Context: an optimization exercise on an open-source flow, tuned for small area, a short achievable clock period and few clock cycles per item. The choices shown serve that exercise and are no tape-out recipe. RTL that was checked went through simulation tests only; none was proved equivalent to the original.

## run 1
// vs4x400_core
module vs4x400_core (
    input clk, input reset,
    input start_search,
    input [9:0] vector_count,
    input [7:0] dim_size,
    output reg [11:0] mem_addr,
    input signed [63:0] mem_data,
    output [31:0] max_score,
    output reg [7:0] winner_id,
    output reg busy
);
    reg fetch;             
    reg first;             
    reg [4:0] krem;        
    reg [8:0] vrem;        
    wire last_word = (krem == 5'd1);
    wire last_vec = (vrem == 9'd1);
    always @(posedge clk or posedge reset) begin
        if (reset) begin
            fetch <= 1'b0;
            mem_addr <= 12'd0;
        end else begin
            fetch <= start_search | (fetch & ~(last_word & last_vec));
            mem_addr <= fetch ? mem_addr + 12'd1 : 12'd0;
        end
    end
    always @(posedge clk) begin
        krem <= (~fetch | last_word) ? dim_size[7:3] : krem - 5'd1;
        vrem <= ~fetch ? vector_count[8:0] : (last_word ? vrem - 9'd1 : vrem);
        first <= ~fetch | last_word;
    end
    reg [63:0] d1;
    reg f1;                
    reg l1;                
    reg e1;                
    reg [21:0] acc_s, acc_c;
  ...
Size in the first run: about 1300 cells after synthesis, ~170 flip-flops, about 14000 um2 of cells after synthesis.
make LEC_CHECK=0 ABC_CLOCK_PERIOD_IN_PS=4000 CAP_MARGIN=20 CORE_MARGIN=2 CORE_UTILIZATION=40 SLEW_MARGIN=20 finish   # period 16.0 ns
run.sh (not shown) runs the stock make flow with config.mk's settings and CLKGATE_MAP_FILE= SYNTH_SCRIPT=/design/flow/synth_recipe.tcl, a recipe that flattens the netlist after the stock synthesis.
Relative to run 1, the following input files were edited for run 2:
==> flow/flow/run.sh (new file) <==
#!/bin/bash
# Standard layout, with stronger port buffers and a repair target below the clock period.
set -euo pipefail
bash standard.sh \
  BUFFER_PORTS_ARGS="-buffer_cell sky130_fd_sc_hd__buf_4" \
  SETUP_SLACK_MARGIN=11.5 \
  finish > standard.log 2>&1
==> flow/standard.sh (new file) <==
#!/bin/bash
# synth_recipe.tcl (not shown) runs the flow's synth.tcl, then flattens the netlist and writes it again
# the make line also repeats each setting of config.mk as NAME=value (left out here)
make -C /OpenROAD-flow-scripts/flow DESIGN_CONFIG=/design/flow/config.mk WORK_HOME=/design/flow/orfs CLKGATE_MAP_FILE= SYNTH_SCRIPT=/design/flow/synth_recipe.tcl "${@:-finish}"
-- flow/config.mk --
<<< run 1, line 7
export LEC_CHECK = 0
export ABC_CLOCK_PERIOD_IN_PS = 4000
export CAP_MARGIN = 20
>>> run 2, line 7
export LEC_CHECK = 0
export CAP_MARGIN = 20
removed: flow/run.sh
- Changes observed in run 2 relative to run 1: hold slack moved up.
- For total global-route track usage, run 2 and run 1 come out practically identical.
- NOTE: routed length on met2 in run 2 exceeds that of run 1
- Higher wire length was reported by run 2, not run 1.
- Run 2 vs. run 1: number of gates resized after cts went up by 61.
- Going from run 1 to run 2, post-route clock period utilization shrinks by 2.5 points.
- Between run 2 and run 1, depth of the worst register-to-register path is higher for run 2, run 1 comes in under that.
Relative to run 2, the following input files were edited for run 3:
==> flow/run.sh (new file) <==
#!/bin/bash
# synth_recipe.tcl (not shown) runs the flow's synth.tcl, then flattens the netlist and writes it again
# the make line also repeats each setting of config.mk as NAME=value (left out here)
make -C /OpenROAD-flow-scripts/flow DESIGN_CONFIG=/design/flow/config.mk WORK_HOME=/design/flow/orfs CLKGATE_MAP_FILE= SYNTH_SCRIPT=/design/flow/synth_recipe.tcl finish
removed: flow/flow/run.sh
removed: flow/standard.sh
- Per the final summary, run 3 finished and its layout is clean on timing, DRC and antenna.
- Going from run 2 to run 3, final worst setup slack shrinks by 0.41 ns.
- Critical path data required time ended up 3.55 ns lower on run 3 than on run 2.
- | insertion delay to the later sink of the worst-skew pair | run 2 vs run 3 | ≈ equal |
No functional check of the RTL was part of any run of this note.


vs4x400_core, a different RTL version from the one above (not shown whole).
Size in the first run: about 1,400 cells after synthesis, roughly 140 I/O pins, ~14,000 um^2 of cells after synthesis.
## vs4x400_core
module vs4x400_core (
    input clk, input reset,
    input start_search,
    input [9:0] vector_count,
    input [7:0] dim_size,
    output reg [11:0] mem_addr,
    input signed [63:0] mem_data,
    output [31:0] max_score,
    output reg [7:0] winner_id,
    output reg busy
);
export LEC_CHECK = 0
export CAP_MARGIN = 20
export CORE_MARGIN = 2
export CORE_UTILIZATION = 40
export SLEW_MARGIN = 20
create_clock -name core_clock -period 16.0 [get_ports {clk}]
standard.sh (not shown) runs the stock make flow with config.mk's settings and CLKGATE_MAP_FILE= SYNTH_SCRIPT=/design/flow/synth_recipe.tcl, a recipe that flattens the netlist after the stock synthesis.
==> flow/flow/run.sh <==
#!/bin/bash
# The standard layout (standard synthesis unchanged), with two changes to how the layout is
# made: every port still gets a buffer, but outputs get buf_4 and inputs buf_1 instead of the
# delay buffer buffer_ports picks by default (flow/ports.tcl); and the resizer's repair aims for setup slack
# below the clock period. Each tool's output is in orfs/logs; make's output in standard.log.
set -euo pipefail
here=$(pwd)
bash standard.sh \
  PRE_GLOBAL_PLACE_TCL="$here/flow/ports.tcl" \
  SETUP_SLACK_MARGIN=11.9 \
  finish > standard.log 2>&1
==> flow/flow/ports.tcl <==
# Sourced before global placement (PRE_GLOBAL_PLACE_TCL). global_place.tcl then calls
# buffer_ports; this wraps it so that every port still gets a buffer, but inputs get buf_1 and
# outputs buf_4 instead of the delay buffer buffer_ports picks by default.
rename buffer_ports my_std_buffer_ports
proc buffer_ports {args} {
  my_std_buffer_ports -inputs -buffer_cell sky130_fd_sc_hd__buf_1
  my_std_buffer_ports -outputs -buffer_cell sky130_fd_sc_hd__buf_4
}
The starting point finished with timing, DRC and antenna clean.
Testbench counts at the start, summed over its fixed seeds: cycles 76,099, words 75,811.
Next try:
--- a/flow/flow/run.sh
+++ b/flow/flow/run.sh
@@ -8,4 +8,4 @@
 bash standard.sh \
   PRE_GLOBAL_PLACE_TCL="$here/flow/ports.tcl" \
-  SETUP_SLACK_MARGIN=11.9 \
+  SETUP_SLACK_MARGIN=11.7 \
   finish > standard.log 2>&1
CTS_BUF_LIST = sky130_fd_sc_hd__clkbuf_8   (was not set)
CTS_CLUSTER_SIZE = 30   (was not set)
The new run completed with no timing, DRC or antenna violations.
Wire length goes up slightly.
Via count came out lower slightly.
Synthesized cell count is unchanged.
Area after synthesis does not change.
Die area stays the same.
Setup slack loses 39 ps.
Final area came out lower by a few percent.
Next try:
--- a/flow/flow/run.sh
+++ b/flow/flow/run.sh
@@ -8,4 +8,4 @@
 bash standard.sh \
   PRE_GLOBAL_PLACE_TCL="$here/flow/ports.tcl" \
-  SETUP_SLACK_MARGIN=11.7 \
+  SETUP_SLACK_MARGIN=11.5 \
   finish > standard.log 2>&1
CTS_BUF_LIST = not set   (was sky130_fd_sc_hd__clkbuf_8)
CTS_CLUSTER_SIZE = not set   (was 30)
Outcome: The changed run produced a clean layout. Cell count shrinks by 2.4%. Routed wire length shrinks by about 2.3%. Global-route usage shrinks by 0.39 points.
Next try:
--- a/flow/flow/run.sh
+++ b/flow/flow/run.sh
@@ -8,4 +8,4 @@
 bash standard.sh \
   PRE_GLOBAL_PLACE_TCL="$here/flow/ports.tcl" \
-  SETUP_SLACK_MARGIN=11.5 \
+  SETUP_SLACK_MARGIN=11.7 \
   finish > standard.log 2>&1
CORE_UTILIZATION = 55   (was 40)
After rerunning: Design area grows by about 1.8%; global-route usage grows by 7.0 points; final cell count shrinks by about 6%; core utilization grows by 19 points; setup slack improved by 120 ps; via count grows by 0.65%.
Next try:
CTS_CLUSTER_DIAMETER = 150   (was not set)
CTS_CLUSTER_SIZE = 50   (was not set)
The changed run completed without violations. Worst setup slack stays the same. Die area is unchanged. Sequential cell count stays the same. Non-clock buffer count is unchanged. Final area does not change. Register-to-register slack hardly moves. Synthesized cell count does not change. Maximum frequency is unchanged.
Next try:
CORE_UTILIZATION = 40   (was 55)
CTS_CLUSTER_DIAMETER = not set   (was 150)
CTS_CLUSTER_SIZE = not set   (was 50)
Result:
- fmax decreases by 0.46%
- cell area increases by 1.0%
- die area increases by 37%
- global-route usage is lower by 6.7 points
- worst setup slack gets worse by 20 ps
- synthesized area does not change
- routed wire length rises by 1.8%
- first-iteration DRC count climbs by 4.9%
- clock-buffer cell count stays the same
- final cell count is higher by 7.5%

==> re-timing with driven ports <==
Ports are ideal in the flow. The routed layouts listed here were re-timed in OpenROAD. Step 1 assumes that a clkbuf_16 drives the clock port and a buf_2 every other input. Step 2, shift: input delay + t, output delay - t, t = (earliest + latest rising clock arrival at the registers) / 2. This alone moves slack from input paths to output paths. a / b / c = ideal / step 1 / step 2; a / b = the first two.
run	t (ns)	slack for setup (ns)	worst setup path after step 2	latest minus earliest clock arrival (ns)	worst slew at a driven data input, ns
run 1	0.489	11.176 / 11.128 / 11.243	register to register	0.021 / 0.021	0.05
run 2	0.504	11.582 / 11.544 / 11.582	register to register	0.013 / 0.014	0.05
run 3	0.489	11.176 / 11.128 / 11.243	register to register	0.021 / 0.021	0.05
the first run of note 2	0.506	11.671 / 11.618 / 11.785	register to register	0.013 / 0.013	0.04
the second run of note 2	0.542	11.632 / 11.587 / 11.751	register to register	0.015 / 0.015	0.05
the third run of note 2	0.494	11.596 / 11.548 / 11.600	register to register	0.011 / 0.011	0.04
the fourth run of note 2	0.482	11.714 / 11.666 / 11.768	register to register	0.018 / 0.018	0.04
the fifth run of note 2	0.482	11.714 / 11.666 / 11.768	register to register	0.018 / 0.018	0.04
the sixth run of note 2	0.502	11.694 / 11.641 / 11.796	register to register	0.015 / 0.015	0.04
After both steps every run listed still meets setup and hold.
